Context: an optimization exercise on an open-source flow, tuned for small area. The choices shown serve that exercise and are no tape-out recipe.
In this exercise RTL edits were held to simulation tests only and were not proved equivalent to the original.
Power and IR drop assume default switching activity.

==> run.sh <==
#!/bin/bash
# synth_recipe.tcl (not shown) runs the flow's synth.tcl, then flattens the netlist and writes it again
# the make line also repeats each setting of config.mk as NAME=value (left out here)
make -C /OpenROAD-flow-scripts/flow DESIGN_CONFIG=/design/flow/config.mk WORK_HOME=/design/flow/orfs CLKGATE_MAP_FILE= SYNTH_SCRIPT=/design/flow/synth_recipe.tcl finish
==> config.mk <==
export PLATFORM = sky130hd
export DESIGN_NAME = Multi_function_clock_top
export DESIGN_NICKNAME = Multi_function_clock_top
export VERILOG_FILES = /design/flow/design.v
export SDC_FILE = /design/flow/constraint.sdc
export NUM_CORES = 4
export LEC_CHECK = 0
export CAP_MARGIN = 20
export CORE_MARGIN = 2
export CORE_UTILIZATION = 40
export SLEW_MARGIN = 20
==> constraint.sdc <==
create_clock -name core_clock -period 10.0 [get_ports {clk}]
set_input_delay 2.0000 -clock core_clock [delete_from_list [all_inputs] [get_ports {clk}]]
set_output_delay 2.0000 -clock core_clock [all_outputs]
set_load 0.01 [all_outputs]
==> design.v <==
`timescale 1ns / 1ps
module D_flip_flop_n(
    input d,
    input clk, en, rst,
    output reg q
);
    always @(posedge clk) begin
        if(rst) q <= 0;
        else if(en) q <= d;
    end
endmodule
module t_flip_flop_p(
    input clk, rst,
    input t,
    output reg q
);
    always @(posedge clk) begin
        if(rst) q <= 0;
        else if(t) q <= ~q;
    end
endmodule
module ring_count_fnd(
    input clk, rst, en,
    output [3:0] com
);
    reg [3:0] temp;
    always @(posedge clk) begin
        if(rst) temp <= 4'b1110;
        else if(en) begin
            if(temp != 4'b1110 && temp != 4'b1101 && temp != 4'b1011 && temp != 4'b0111) temp <= 4'b1110;
            else if(temp == 4'b0111) temp <= 4'b1110;
            else temp <= {temp[2:0], 1'b1};
        end
    end
    assign com = temp;
endmodule
module edge_detector_n(
    input clk, cp_in, rst,
    output p_edge, n_edge
);
    reg cp_in_old, cp_in_cur;
    always @(posedge clk) begin
        if(rst) begin
            cp_in_old <= 0;
            cp_in_cur <= 0;
        end
        else begin
            cp_in_old <= cp_in_cur;
            cp_in_cur <= cp_in;
        end
    end
    assign p_edge = ~cp_in_old & cp_in_cur;
    assign n_edge = cp_in_old & ~cp_in_cur;
endmodule
`timescale 1ns / 1ps
module button_cntr #(parameter DEB_W = 17)(
    input clk, sys_rst, reset_p,
    input btn,
    output btn_pe, btn_ne
    );
    reg [DEB_W-1:0] clk_div;
    always @(posedge clk) begin
        if(sys_rst) clk_div <= 0;
        else clk_div <= clk_div + 1;
    end
    wire debounced_btn;
    D_flip_flop_n debnc(.d(btn), .clk(clk), .en(&clk_div), .rst(reset_p), .q(debounced_btn));
    edge_detector_n edg(.clk(clk), .cp_in(debounced_btn), .rst(reset_p), .p_edge(btn_pe), .n_edge(btn_ne));
endmodule
`timescale 1ns / 1ps
module decoder_7seg(
    input [3:0] hex_value,
    output reg [7:0] seg_7
);
    always @(*) begin
        case(hex_value)
            4'h0: seg_7 = 8'b0000_0011;
            4'h1: seg_7 = 8'b1001_1111;
            4'h2: seg_7 = 8'b0010_0101;
            4'h3: seg_7 = 8'b0000_1101;
            4'h4: seg_7 = 8'b1001_1001;
            4'h5: seg_7 = 8'b0100_1001;
            4'h6: seg_7 = 8'b0100_0001;
            4'h7: seg_7 = 8'b0001_1011;
            4'h8: seg_7 = 8'b0000_0001;
            4'h9: seg_7 = 8'b0000_1001;
            4'ha: seg_7 = 8'b0001_0001;
            4'hb: seg_7 = 8'b1100_0001;
            4'hc: seg_7 = 8'b0110_0011;
            4'hd: seg_7 = 8'b1000_0101;
            4'he: seg_7 = 8'b0110_0001;
            default: seg_7 = 8'b0111_0001;
        endcase
    end
endmodule
module FND_4digit_cntr #(parameter SCAN_W = 17)(
    input clk, rst,
    input [15:0] value,
    output [3:0] com,
    output [7:0] seg_7
);
    reg [SCAN_W-1:0] clk_div;
    always @(posedge clk) begin
        if(rst) clk_div <= 0;
        else clk_div <= clk_div + 1;
    end
    ring_count_fnd ring(.clk(clk), .rst(rst), .en(&clk_div), .com(com));
    reg [3:0] hex_value;
    always @(*) begin
        case(com)
            4'b1110: hex_value = value[3:0];
            4'b1101: hex_value = value[7:4];
            4'b1011: hex_value = value[11:8];
            default: hex_value = value[15:12];
        endcase
    end
    decoder_7seg dec(.hex_value(hex_value), .seg_7(seg_7));
endmodule
`timescale 1ns / 1ps
module counter_dec_mode(
    input clk, reset_p,
    input btn,
    output reg [3:0] dec1
    );
    always @(posedge clk) begin
        if(reset_p) dec1 <= 0;
        else if(btn) begin
            if(dec1 >= 2) dec1 <= 0;
            else dec1 <= dec1 + 1;
        end
    end
endmodule
module clock_usec_proj #(parameter N = 125)(
    input clk, reset_p,
    input enable,
    output clk_usec
    );
    reg [6:0] cnt_8nsec;
    wire cp_usec;  
    always @(posedge clk) begin
        if(reset_p) cnt_8nsec <= 0;
        else if(cnt_8nsec >= N - 1) cnt_8nsec <= 0;
        else cnt_8nsec <= cnt_8nsec + 1;
    end
    assign cp_usec = cnt_8nsec < (N + 1) / 2 ? 0 : 1;
    edge_detector_n edg(.clk(clk), .cp_in(cp_usec), .rst(reset_p), .n_edge(clk_usec));
endmodule
module clock_div_1000_proj #(parameter HALF = 500)(
    input clk, clk_source, reset_p,
    output clk_div_1000
    );
    reg [8:0] cnt_clk_source;
    reg cp_div_1000;  
    always @(posedge clk) begin
        if(reset_p) begin
            cnt_clk_source <= 0;
            cp_div_1000 <= 0;
        end
        else if(clk_source) begin
            if (cnt_clk_source >= HALF - 1) begin
                cnt_clk_source <= 0;
                cp_div_1000 <= ~cp_div_1000;
            end
            else cnt_clk_source <= cnt_clk_source + 1;
        end
    end
    edge_detector_n edg_div_1000(.clk(clk), .cp_in(cp_div_1000), .rst(reset_p), .n_edge(clk_div_1000));
endmodule
module clock_min_proj(
    input clk, clk_sec, reset_p,
    output clk_min
    );
    reg [5:0] cnt_sec;
    reg cp_min;  
    always @(posedge clk) begin
        if(reset_p) begin
            cnt_sec <= 0;
            cp_min <= 0;
        end
        else if(clk_sec) begin
            if (cnt_sec >= 29) begin
                cnt_sec <= 0;
                cp_min <= ~cp_min;
            end
            else cnt_sec <= cnt_sec + 1;
        end
    end
    edge_detector_n edg_min(.clk(clk), .cp_in(cp_min), .rst(reset_p), .n_edge(clk_min));
endmodule
module clock_hour_proj(
    input clk, clk_min, reset_p,
    output clk_hour
    );
    reg [5:0] cnt_min;
    reg cp_hour;  
    always @(posedge clk) begin
        if(reset_p) begin
            cnt_min <= 0;
            cp_hour <= 0;
        end
        else if(clk_min) begin
            if (cnt_min >= 29) begin
                cnt_min <= 0;
                cp_hour <= ~cp_hour;
            end
            else cnt_min <= cnt_min + 1;
        end
    end
    edge_detector_n edg_min(.clk(clk), .cp_in(cp_hour), .rst(reset_p), .n_edge(clk_hour));
endmodule
module loadable_down_counter_dec_60_proj(
    input clk, reset_p,
    input clk_time,
    input load_enable,
    input [3:0] set_value1, set_value10,
    output reg [3:0] dec1, dec10,
    output reg dec_clk
    );
    always @(posedge clk) begin
        if(reset_p) begin
            dec1 <= 0;
            dec10 <= 0;
            dec_clk <= 0;
        end
        else if(load_enable == 1) begin
            dec1 <= set_value1;
            dec10 <= set_value10;
        end
        else if(clk_time) begin
            if(dec1 == 0) begin
                dec1 <= 9;
                if(dec10 == 0) begin
                    dec10 <= 5;
                    dec_clk <= 1;
                end
                else dec10 <= dec10 - 1;
            end
            else dec1 <= dec1 - 1;
        end
        else dec_clk <= 0;
    end
endmodule
module loadable_down_counter_dec_100_proj(
    input clk, reset_p,
    input clk_time,
    input load_enable,
    input [3:0] set_value1, set_value10,
    output reg [3:0] dec1, dec10,
    output reg dec_clk
    );
    always @(posedge clk) begin
        if(reset_p) begin
            dec1 <= 0;
            dec10 <= 0;
            dec_clk <= 0;
        end
        else if(load_enable == 1) begin
            dec1 <= set_value1;
            dec10 <= set_value10;
        end
        else if(clk_time) begin
            if(dec1 == 0) begin
                dec1 <= 9;
                if(dec10 == 0) begin
                    dec10 <= 9;
                    dec_clk <= 1;
                end
                else dec10 <= dec10 - 1;
            end
            else dec1 <= dec1 - 1;
        end
        else dec_clk <= 0;
    end
endmodule
module loadable_up_counter_dec_60_proj(
    input clk, reset_p,
    input clk_time, load_enable,
    input [3:0] set_value1, set_value10,
    output reg [3:0] dec1, dec10
    );
    always @(posedge clk) begin
        if(reset_p) begin
            dec1 <= 0;
            dec10 <= 0;
        end
        else if (load_enable) begin
            dec1 <= set_value1;
            dec10 <= set_value10;
        end
        else if(clk_time) begin
            if(dec1 >= 9) begin
                dec1 <= 0;
                if(dec10 >= 5) dec10 <= 0;
                else dec10 <= dec10 + 1;
            end
            else dec1 <= dec1 + 1;
        end
    end
endmodule
module loadable_up_counter_dec_24_proj(
    input clk, reset_p,
    input clk_time, load_enable,
    input [3:0] set_value1, set_value10,
    output reg [3:0] dec1, dec10
    );
    always @(posedge clk) begin
        if(reset_p) begin
            dec1 <= 0;
            dec10 <= 0;
        end
        else if (load_enable) begin
            dec1 <= set_value1;
            dec10 <= set_value10;
        end
        else if(clk_time) begin
            if(dec10 >= 2) begin
                if(dec1 >= 3) begin
                    dec10 <= 0;
                    dec1 <= 0;
                end
                else begin
                    dec1 <= dec1 + 1;
                end
            end
            else begin
                if(dec1 >= 9) begin
                    dec10 <= dec10 + 1;
                    dec1 <= 0;
                end
                else begin
                    dec1 <= dec1 + 1;
                end
            end
        end
    end
endmodule
module counter_dec_60_stopwatch_proj(
    input clk, reset_p,
    input clk_time,
    output reg [3:0] dec1, dec10
    );
    always @(posedge clk) begin
        if(reset_p) begin
            dec1 <= 0;
            dec10 <= 0;
        end
        else if(clk_time) begin
            if(dec1 >= 9) begin
                dec1 <= 0;
                if(dec10 >= 5) dec10 <= 0;
                else dec10 <= dec10 + 1;
            end
            else dec1 <= dec1 + 1;
        end
    end
endmodule
module bin_to_dec_stopwatch_proj(  
    input [11:0] bin,
    output reg [15:0] bcd
);
    reg [3:0] i;
    always @(*) begin
        bcd = 0;
        for (i=0 ; i<12 ; i=i+1) begin
            bcd = {bcd[14:0], bin[11-i]};
            if ( i < 11 && bcd[3:0] > 4) bcd[3:0] = bcd[3:0] + 3;
            if ( i < 11 && bcd[7:4] > 4) bcd[7:4] = bcd[7:4] + 3;
            if ( i < 11 && bcd[11:8] > 4) bcd[11:8] = bcd[11:8] + 3;
            if ( i < 11 && bcd[15:12] > 4) bcd[15:12] = bcd[15:12] + 3;
        end
    end
endmodule
module counter_dec_60_proj(
    input clk, reset_p,
    input clk_time,
    output reg [3:0] dec1, dec10
    );
    always @(posedge clk) begin
        if(reset_p) begin
            dec1 <= 0;
            dec10 <= 0;
        end
        else if(clk_time) begin
            if(dec1 >= 9) begin
                dec1 <= 0;
                if(dec10 >= 5) dec10 <= 0;
                else dec10 <= dec10 + 1;
            end
            else dec1 <= dec1 + 1;
        end
    end
endmodule
module counter_dec_100_proj(
    input clk, reset_p,
    input clk_time,
    output reg [3:0] dec1, dec10
    );
    always @(posedge clk) begin
        if(reset_p) begin
            dec1 <= 0;
            dec10 <= 0;
        end
        else if(clk_time) begin
            if(dec1 >= 9) begin
                dec1 <= 0;
                if(dec10 >= 9) dec10 <= 0;
                else dec10 <= dec10 + 1;
            end
            else dec1 <= dec1 + 1;
        end
    end
endmodule
module Watch_Top_proj #(parameter USEC_N = 125, MS_HALF = 500, DEB_W = 17)(
    input clk, sys_rst, reset_p,
    input [3:0] btn,
    output [15:0] value_watch
    );
    wire clk_usec, clk_msec, clk_sec, clk_min, clk_hour;
    wire upcount_min;
    clock_usec_proj #(.N(USEC_N)) usec_clk(.clk(clk), .reset_p(reset_p), .enable(1'b1), .clk_usec(clk_usec));
    clock_div_1000_proj #(.HALF(MS_HALF)) msec_clk(.clk(clk), .clk_source(clk_usec), .reset_p(reset_p), .clk_div_1000(clk_msec));
    clock_div_1000_proj sec_clk(.clk(clk), .clk_source(clk_msec), .reset_p(reset_p), .clk_div_1000(clk_sec));
    clock_min_proj min_clk(.clk(clk), .clk_sec(clk_sec), .reset_p(reset_p), .clk_min(clk_min));
    clock_hour_proj hour_clk(.clk(clk), .clk_min(upcount_min), .reset_p(reset_p), .clk_hour(clk_hour));
    wire set_mode, incmin, inchour, btn_set_pe;
    assign upcount_min = set_mode ? incmin : clk_min;
    button_cntr #(.DEB_W(DEB_W)) btn_cntr_setmode(.clk(clk), .sys_rst(sys_rst), .reset_p(reset_p), .btn(btn[1]), .btn_pe(btn_set_pe));
    t_flip_flop_p tff_setmode(.clk(clk), .rst(reset_p), .t(btn_set_pe), .q(set_mode));
    button_cntr #(.DEB_W(DEB_W)) btn_incmin(.clk(clk), .sys_rst(sys_rst), .reset_p(reset_p), .btn(btn[3]), .btn_pe(incmin));
    button_cntr #(.DEB_W(DEB_W)) btn_inchour(.clk(clk), .sys_rst(sys_rst), .reset_p(reset_p), .btn(btn[2]), .btn_pe(inchour));
    wire [3:0] min1, min10, hour1, hour10;
    wire [3:0] min1_set, min10_set, hour1_set, hour10_set;
    loadable_up_counter_dec_60_proj cnter_min(.clk(clk), .reset_p(reset_p), .clk_time(clk_min), .load_enable(btn_set_pe),
                                         .set_value1(min1_set), .set_value10(min10_set), .dec1(min1), .dec10(min10));
    loadable_up_counter_dec_24_proj cnter_hour(.clk(clk), .reset_p(reset_p), .clk_time(clk_hour), .load_enable(btn_set_pe),
                                          .set_value1(hour1_set), .set_value10(hour10_set), .dec1(hour1), .dec10(hour10));
    loadable_up_counter_dec_60_proj set_min(.clk(clk), .reset_p(reset_p), .clk_time(incmin), .load_enable(btn_set_pe),
                                       .set_value1(min1), .set_value10(min10), .dec1(min1_set), .dec10(min10_set));
    loadable_up_counter_dec_24_proj set_hour(.clk(clk), .reset_p(reset_p), .clk_time(inchour), .load_enable(btn_set_pe),
                                        .set_value1(hour1), .set_value10(hour10), .dec1(hour1_set), .dec10(hour10_set));
    wire [15:0] cur_time, set_time;
    assign cur_time = {hour10, hour1, min10, min1};
    assign set_time = {hour10_set, hour1_set, min10_set, min1_set};
    assign value_watch = set_mode ? set_time : cur_time;
endmodule
module Stop_Watch_10ms_proj #(parameter USEC_N = 125, MS_HALF = 500, DEB_W = 17)(
    input clk, sys_rst,
    input reset_p,
    input [3:0] btn,
    output [15:0] value_stp_watch
);
    wire start_stop, start_stop_btn;
    button_cntr #(.DEB_W(DEB_W)) btn_cntr_start_stop(.clk(clk), .sys_rst(sys_rst), .reset_p(reset_p), .btn(btn[1]), .btn_pe(start_stop_btn));
    t_flip_flop_p tff_start_stop(.clk(clk), .rst(reset_p), .t(start_stop_btn), .q(start_stop));
    wire lap_btn, lap;
    button_cntr #(.DEB_W(DEB_W)) btn_cntr_lap(.clk(clk), .sys_rst(sys_rst), .reset_p(reset_p), .btn(btn[2]), .btn_pe(lap_btn));
    t_flip_flop_p tff_lap(.clk(clk), .rst(reset_p), .t(lap_btn), .q(lap));
    wire clk_usec, clk_msec, clk_sec, clk_min;
    wire clk_start;
    assign clk_start = start_stop ? clk_usec : 0;
    clock_usec_proj #(.N(USEC_N)) usec_clk(.clk(clk), .reset_p(reset_p), .enable(1'b1), .clk_usec(clk_usec));
    clock_div_1000_proj #(.HALF(MS_HALF)) msec_clk(.clk(clk), .clk_source(clk_start), .reset_p(reset_p), .clk_div_1000(clk_msec));
    clock_div_1000_proj sec_clk(.clk(clk), .clk_source(clk_msec), .reset_p(reset_p), .clk_div_1000(clk_sec));
    clock_min_proj min_clk(.clk(clk), .clk_sec(clk_sec), .reset_p(reset_p), .clk_min(clk_min));
    reg [9:0] cnt_clk_msec;
    always @(posedge clk) begin
        if(reset_p) cnt_clk_msec <= 0;
        else if(clk_msec) begin
            if (cnt_clk_msec >= 999) cnt_clk_msec <= 0;
            else cnt_clk_msec <= cnt_clk_msec + 1;
        end
    end
    wire [15:0] msec_b2d;
    bin_to_dec_stopwatch_proj msec_clk_b2d(.bin({2'b00, cnt_clk_msec}), .bcd(msec_b2d));
    wire [3:0] sec1, sec10;
    counter_dec_60_stopwatch_proj cnt_60_sec(.clk(clk), .reset_p(reset_p), .clk_time(clk_sec), .dec1(sec1), .dec10(sec10));
    reg [15:0] lap_value;
    always @(posedge clk) begin
        if(reset_p) lap_value <= 0;
        else if(lap_btn)
            lap_value <= {sec10, sec1, msec_b2d[11:4]};
    end
    assign value_stp_watch = lap ? lap_value : {sec10, sec1, msec_b2d[11:4]};
endmodule
module cook_timer_proj #(parameter USEC_N = 125, MS_HALF = 500, DEB_W = 17)(
    input clk, sys_rst, reset_p,
    input [3:0] btn,
    output [15:0] value_cook,
    output Alarm_LED
    );
    wire start, incsec, incmin, start_stop;
    wire timeout, alarm_start;
    wire t_start_stop;
    assign t_start_stop = start ? 1 : (alarm_start ? 1 : 0);
    button_cntr #(.DEB_W(DEB_W)) btn_start_stop(.clk(clk), .sys_rst(sys_rst), .reset_p(reset_p), .btn(btn[1]), .btn_pe(start));  
    t_flip_flop_p tff_start_stop(.clk(clk), .rst(reset_p), .t(t_start_stop), .q(start_stop));
    button_cntr #(.DEB_W(DEB_W)) btn_incsec(.clk(clk), .sys_rst(sys_rst), .reset_p(reset_p), .btn(btn[2]), .btn_pe(incsec));  
    button_cntr #(.DEB_W(DEB_W)) btn_incmin(.clk(clk), .sys_rst(sys_rst), .reset_p(reset_p), .btn(btn[3]), .btn_pe(incmin));  
    wire clk_usec, clk_msec, clk_sec, clk_min;
    clock_usec_proj #(.N(USEC_N)) usec_clk(.clk(clk), .reset_p(reset_p), .enable(1'b1), .clk_usec(clk_usec));
    clock_div_1000_proj #(.HALF(MS_HALF)) msec_clk(.clk(clk), .clk_source(clk_usec), .reset_p(reset_p), .clk_div_1000(clk_msec));
    clock_div_1000_proj sec_clk(.clk(clk), .clk_source(clk_msec), .reset_p(reset_p), .clk_div_1000(clk_sec));
    clock_min_proj min_clk(.clk(clk), .clk_sec(clk_sec), .reset_p(reset_p), .clk_min(clk_min));
    wire [3:0] sec1_set, sec10_set;
    counter_dec_60_proj up_sec(.clk(clk), .reset_p(reset_p), .clk_time(incsec), .dec1(sec1_set), .dec10(sec10_set));
    wire [3:0] min1_set, min10_set;
    counter_dec_100_proj up_min(.clk(clk), .reset_p(reset_p), .clk_time(incmin), .dec1(min1_set), .dec10(min10_set));
    wire clk_start, load_enable;
    wire dec_clk;
    wire [3:0] sec1, sec10, min1, min10;
    assign clk_start = start_stop ? clk_sec : 0;
    assign load_enable = ~start_stop ? start : 0;
    loadable_down_counter_dec_60_proj dc_sec(.clk(clk), .reset_p(reset_p), .clk_time(clk_start), .load_enable(load_enable),
                                        .set_value1(sec1_set), .set_value10(sec10_set),
                                        .dec1(sec1), .dec10(sec10), .dec_clk(dec_clk));
    loadable_down_counter_dec_100_proj dc_min(.clk(clk), .reset_p(reset_p), .clk_time(dec_clk), .load_enable(load_enable),
                                        .set_value1(min1_set), .set_value10(min10_set),
                                        .dec1(min1), .dec10(min10));
    reg [15:0] set_time;
    always @(posedge clk) begin
        if(reset_p) set_time <= 0;
        else set_time <= {min10_set, min1_set, sec10_set, sec1_set};
    end
    reg [15:0] count_time;
    always @(posedge clk) begin
        if(reset_p) count_time <= 0;
        else count_time <= {min10, min1, sec10, sec1};
    end
    assign timeout = |count_time;
    edge_detector_n edg_timeout(.clk(clk), .cp_in(timeout), .rst(reset_p), .n_edge(alarm_start));
    wire alarm, alarm_off;
    assign alarm_off = |{btn, reset_p};
    t_flip_flop_p tff_alarm_on_off(.clk(clk), .rst(alarm_off), .t(alarm_start), .q(alarm));
    assign Alarm_LED = alarm;
    assign value_cook = start_stop ? count_time : set_time;
endmodule
`timescale 1ns / 1ps
module Multi_function_clock_top(
  input clk, reset_p, all_rst,
  input [3:0] btn,
  output [3:0] com,
  output [7:0] seg_7,
  output reg [7:0] LED_bar,
  output Alarm_LED
);
  localparam USEC_N = 2;
  localparam MS_HALF = 1;
  localparam DEB_W = 5;
  localparam SCAN_W = 3;
  wire [1:0] mode;
  wire [3:0] mode_cnt;
  wire mode_btn;
  button_cntr #(.DEB_W(DEB_W)) btn_cntr_mode(.clk(clk), .sys_rst(all_rst), .reset_p(reset_p | all_rst), .btn(btn[0]), .btn_pe(mode_btn));
  counter_dec_mode mode_select(.clk(clk), .reset_p(all_rst), .btn(mode_btn), .dec1(mode_cnt));
  assign mode = mode_cnt[1:0];
  reg [3:1] btn_watch_buf, btn_stp_buf, btn_cook_buf;
  reg reset_watch_buf, reset_stp_buf, reset_cook_buf;
  wire [3:0] btn_watch, btn_stp, btn_cook;
  assign btn_watch = {btn_watch_buf, 1'b0};
  assign btn_stp = {btn_stp_buf, 1'b0};
  assign btn_cook = {btn_cook_buf, 1'b0};
  wire [15:0] value;
  wire [15:0] value_watch, value_stp_watch, value_cook;
  assign value = (mode == 0) ? value_watch : (mode == 1) ? value_stp_watch : (mode == 2) ? value_cook : 16'b1111_1111_1111_1111;
  always @(posedge clk) begin
    if(all_rst) begin
      btn_watch_buf <= 0;
      btn_stp_buf <= 0;
      btn_cook_buf <= 0;
      reset_watch_buf <= 0;
      reset_stp_buf <= 0;
      reset_cook_buf <= 0;
      LED_bar <= 8'b0000_0000;
    end
    else case(mode)
      0 : begin  
        btn_watch_buf <= btn[3:1];  
        reset_watch_buf <= reset_p;
        LED_bar <= 8'b0000_0001;
      end
      1 : begin  
        btn_stp_buf <= btn[3:1];  
        reset_stp_buf <= reset_p;
        LED_bar <= 8'b0000_0010;
      end
      2 : begin  
        btn_cook_buf <= btn[3:1];  
        reset_cook_buf <= reset_p;
        LED_bar <= 8'b0000_0100;
      end
      default : begin
        LED_bar <= 8'b1110_0000;
      end
    endcase
  end
  Watch_Top_proj #(.USEC_N(USEC_N), .MS_HALF(MS_HALF), .DEB_W(DEB_W)) watch(.clk(clk), .sys_rst(all_rst), .reset_p(reset_watch_buf | all_rst), .btn(btn_watch), .value_watch(value_watch));
  Stop_Watch_10ms_proj #(.USEC_N(USEC_N), .MS_HALF(MS_HALF), .DEB_W(DEB_W)) stp_wt(.clk(clk), .sys_rst(all_rst), .reset_p(reset_stp_buf | all_rst), .btn(btn_stp), .value_stp_watch(value_stp_watch));
  cook_timer_proj #(.USEC_N(USEC_N), .MS_HALF(MS_HALF), .DEB_W(DEB_W)) cook_tim(.clk(clk), .sys_rst(all_rst), .reset_p(reset_cook_buf | all_rst), .btn(btn_cook), .value_cook(value_cook), .Alarm_LED(Alarm_LED));
  FND_4digit_cntr #(.SCAN_W(SCAN_W)) fnd_cntr(.clk(clk), .rst(reset_p | all_rst), .value(value), .com(com), .seg_7(seg_7));
endmodule
==> notes.md <==
-- worst max-delay path, delay by kind of cell, from the launching register on --
kind / cells / cell delay (ps)
AO/OA/AOI/OAI: 8 / 1990
XOR/XNOR: 2 / 560
adder cells (fa/ha/maj): 6 / 1540
buffers and inverters: 6 / 1200
flip-flops: 1 / 400
multiplexers: 1 / 110
AND/OR/NAND/NOR: 4 / 1060
-- cell families (layout without fill, tap and decap cells) --
family                   count (synthesis)  in the layout  share of synthesized area [%]
flip-flops                             326            326                          40.40
AO/OA/AOI/OAI                          378            378                          16.31
other                                    2             15                        0.04649
adder cells (fa/ha/maj)                100            100                          7.745
XOR/XNOR                                87             87                          4.895
buffers and inverters                  166            175                          4.267
AND/OR/NAND/NOR                        709            709                          21.42
multiplexers                            78             78                          4.918
-- final timing paths --
path / endpoint / slack [ps] / start / cells past startpoint
max: seg_7[1] / 570 / stp_wt.cnt_clk_msec[7] / 27
min: fnd_cntr.clk_div[0] / 420 / fnd_cntr.clk_div[0] / 1
max reg2reg: stp_wt.lap_value[2] / 4510 / stp_wt.cnt_clk_msec[7] / 20
min reg2reg: fnd_cntr.clk_div[0] / 420 / fnd_cntr.clk_div[0] / 1
-- stage by stage --
| step | worst slack (ps) | hold WS [ps] | utilization, % |
|---|---|---|---|
| 3_3_place_gp | 1340 | 409.4 | 42.17 |
| 2_1_floorplan | 2485 | 397.7 | - |
| 3_5_place_dp | 1127 | 413.3 | 42.17 |
| 4_1_cts | 521.0 | 421.2 | 45.13 |
| 5_1_grt | 35.06 | 429.9 | 45.26 |
| 6_report | 571.2 | 416.6 | 45.26 |
-- sequential cells by signal, indices dropped and copies added (netlist names), 5 cells and up --
| register | flops |
|---|---|
| btn_cntr_mode.clk_div | 5 |
| watch.btn_cntr_setmode.clk_div | 5 |
| stp_wt.lap_value | 16 |
| watch.min_clk.cnt_sec | 6 |
| watch.hour_clk.cnt_min | 6 |
| cook_tim.count_time | 16 |
| stp_wt.btn_cntr_start_stop.clk_div | 5 |
| stp_wt.btn_cntr_lap.clk_div | 5 |
| watch.sec_clk.cnt_clk_source | 9 |
| cook_tim.btn_start_stop.clk_div | 5 |
| cook_tim.set_time | 16 |
| watch.btn_incmin.clk_div | 5 |
| stp_wt.sec_clk.cnt_clk_source | 9 |
| cook_tim.sec_clk.cnt_clk_source | 9 |
| cook_tim.btn_incmin.clk_div | 5 |
| cook_tim.usec_clk.cnt_8nsec | 7 |
| cook_tim.btn_incsec.clk_div | 5 |
| stp_wt.usec_clk.cnt_8nsec | 7 |
| watch.btn_inchour.clk_div | 5 |
| stp_wt.cnt_clk_msec | 10 |
| watch.usec_clk.cnt_8nsec | 7 |
-- cells in the final DEF, fill, tap and decap left out, drive strengths merged, types with 6 or more instances in the layout --
cell           synthesis  final
nand4                 16     16
o21a                   7      7
a31oi                 14     14
a311oi                11     11
a22oi                 26     26
buf                   33     15
and2                  73     73
or4                    8      8
nand2                137    137
o22ai                 12     12
o221ai                 9      9
xor2                  38     38
xnor2                 48     48
a21oi                 97     97
clkbuf                58     52
nor2                 244    244
a221oi                 7      7
a32oi                  6      6
o211ai                21     21
nor4                  15     15
o211a                  6      6
nor2b                 44     44
and3                  17     17
mux2i                 73     73
o21ai                 64     64
ha                   100    100
or2                   11     11
nand2b                24     24
dfxtp                326    326
conb                   2     15
inv                   74     75
or3                    6      6
nand3                 58     58
nor3                  34     34
clkinv                 1      9
o31ai                  9      9
a211oi                32     32
clkdlybuf4s50          0     23
-- metal layers --
layer  wire length [um]  share of wire, %  global-route usage (%)
met1              16980                50                   23.15
met2              15120                44                   25.71
met3               1519               4.4                   2.752
met4                654               1.9                   4.342
met5                  0                 0                       0
-- cell type report --
cell class | count | area (um2) | share of cell area (%)
timing repair buffer | 38 | 347.8 | 1.930
tap | 525 | 656.9 | 3.644
clock buffer | 52 | 1072 | 5.949
inverter | 75 | 281.5 | 1.562
clock inverter | 10 | 107.6 | 0.5970
sequential | 326 | 6529 | 36.22
multi-input combinational | 1367 | 9030 | 50.10
-- power by group --
part	switching [mW]	total [mW]	leakage, nW	internal, mW
Combinational	0.0327	0.0501	3.59	0.0174
Sequential	0.00858	1.32	2.64	1.32
Clock	0.535	1.29	0.580	0.754
Total	0.576	2.66	6.81	2.09
==> flow_metrics.env <==
export IMPL_status="complete, no violations"
export IMPL_synth_top_cell_by_area="dfxtp_1"
export IMPL_design_area_mm2=0.01802
export IMPL_place_gp_congestion=0.8916
export IMPL_ys_flop_type="dfxtp_1"
export IMPL_grt_overflow_total=0
export IMPL_finalClockSkew_ps=18.25
export IMPL_worstPathArrival_ps=7430
export IMPL_antenna_left=0
export IMPL_yosys_top_cells_count="dfxtp_1, nor2_1, nand2_1, ha_1, a21oi_1"
export IMPL_antenna_found_initial=0
export IMPL_end_kind="output port"
export IMPL_diodes=0
export IMPL_dieArea_mm2=0.04201
export IMPL_slowest_delay_ps=590
export IMPL_htreeDepth=2
export IMPL_ys_warn_count=24
export IMPL_clk_path_buf_depth=3
export IMPL_critical_path_required_ps=8000
export IMPL_track_usage_pct=16.37
export IMPL_rows=73
export IMPL_areaGrowthSynthToFinish_pct=11.57
export IMPL_final_max_slew_viol_count=0
export IMPL_p_leak_nw=6.808
export IMPL_cp_common_cell="ha_1"
export IMPL_fill_cells=3897
export IMPL_cts_resized=0
export IMPL_ys_ff_latch=326
export IMPL_num_vias=12677
export IMPL_synth_edf_count=0
export IMPL_syn_instance_count=1846
export IMPL_clk_insertion_delay_late_ps=550
export IMPL_wl_mm=34.27
export IMPL_power_mw=2.663
export IMPL_boundaryPins=28
export IMPL_cts_root_buf="clkbuf_16"
export IMPL_nNetsFinal=1952
export IMPL_drcViolationCount=0
export IMPL_finalNonFillerCells=2393
export IMPL_synth_most_common_cell="dfxtp_1"
export IMPL_dpl_hpwl_mm=23.54
export IMPL_synth_top_area_share_pct=40.40
export IMPL_cap_violations=0
export IMPL_place_area_mm2=0.01679
export IMPL_post_route_min_period_ps=9429
export IMPL_slowest_stage="nor4_1"
export IMPL_netlist_area_mm2=0.01616
export IMPL_max_slew_margin_rel_pct=35.05
export IMPL_p_per_area_mw_per_mm2=147.7
export IMPL_crit_fanout=17
export IMPL_ys_seq_area_share_pct=40.40
export IMPL_cts_sinks=326
export IMPL_io_buffer_count=24
export IMPL_crit_type="reg -> out"
export IMPL_rsz0062_at_grt="false"
export IMPL_syn_mean_instance_area_um2=8.752
export IMPL_grt_pass1_wl_mm=57.93
export IMPL_max_freq_mhz=106.1
export IMPL_cts_hold_buf=0
export IMPL_peakVddDrop_v=0.0001380
export IMPL_hold_viol=0
export IMPL_post_cts_buffers=0
export IMPL_grt_pass1_vias=11884
export IMPL_vias_per_cell=5.298
export IMPL_cts_made_buffers=37
export IMPL_setup_tns_final_ps=0
export IMPL_dr_pass1_iters=5
export IMPL_drtIter0Drc=868
export IMPL_hp_class="reg -> reg"
export IMPL_start_util_pct=40.57
export IMPL_core_mm2=0.03982
export IMPL_wl_per_cell_um=14.32
export IMPL_start_kind="flip-flop"
export IMPL_dp_cells=2330
export IMPL_die_x_um=205.0
export IMPL_clk_pin_slew_ps=60
export IMPL_dieHeight_um=205.0
export IMPL_async_flop_share_pct=0
export IMPL_drive_gt1_share_pct=6.317
export IMPL_cts_tree="done"
export IMPL_finalSetupViolCount=0
export IMPL_ys_top_cells_by_area="dfxtp_1, ha_1, nor2_1"
export IMPL_grt_max_degree=74
export IMPL_synth_cell_types=95
export IMPL_tightest_slew_ps=972.2
export IMPL_fin_crit_sh_pct=94.29

## static timing again, ports no longer ideal
In the flow no input, the clock included, has a driving cell. The finished layout below was timed again as built, in two steps. Step 1 (the two cells are an assumption about what drives the block):
set clk [get_ports {clk}]
set_driving_cell -lib_cell sky130_fd_sc_hd__clkbuf_16 $clk
set_driving_cell -lib_cell sky130_fd_sc_hd__buf_2 [delete_from_list [all_inputs] $clk]
Step 2 adds t to the input delays and takes it off the output delays; t is the mean of the earliest and latest rising clock arrival at the registers after step 1. Input paths then give back, and output paths get back, about the clock's delay inside the block. Three values: no drivers, after step 1, after step 2; two values: the first two.
shift t [ns]: 0.593
setup slack, ns: 0.571 / 0.518 / 1.111
worst register clock-pin slew, ns: 0.06 / 0.06
worst slew at a driven data input, ns: 0.04
After both steps this run still meets setup and hold. For this run, drivers alone change the setup slack by -0.053 ns; drivers and shift together by +0.540 ns.
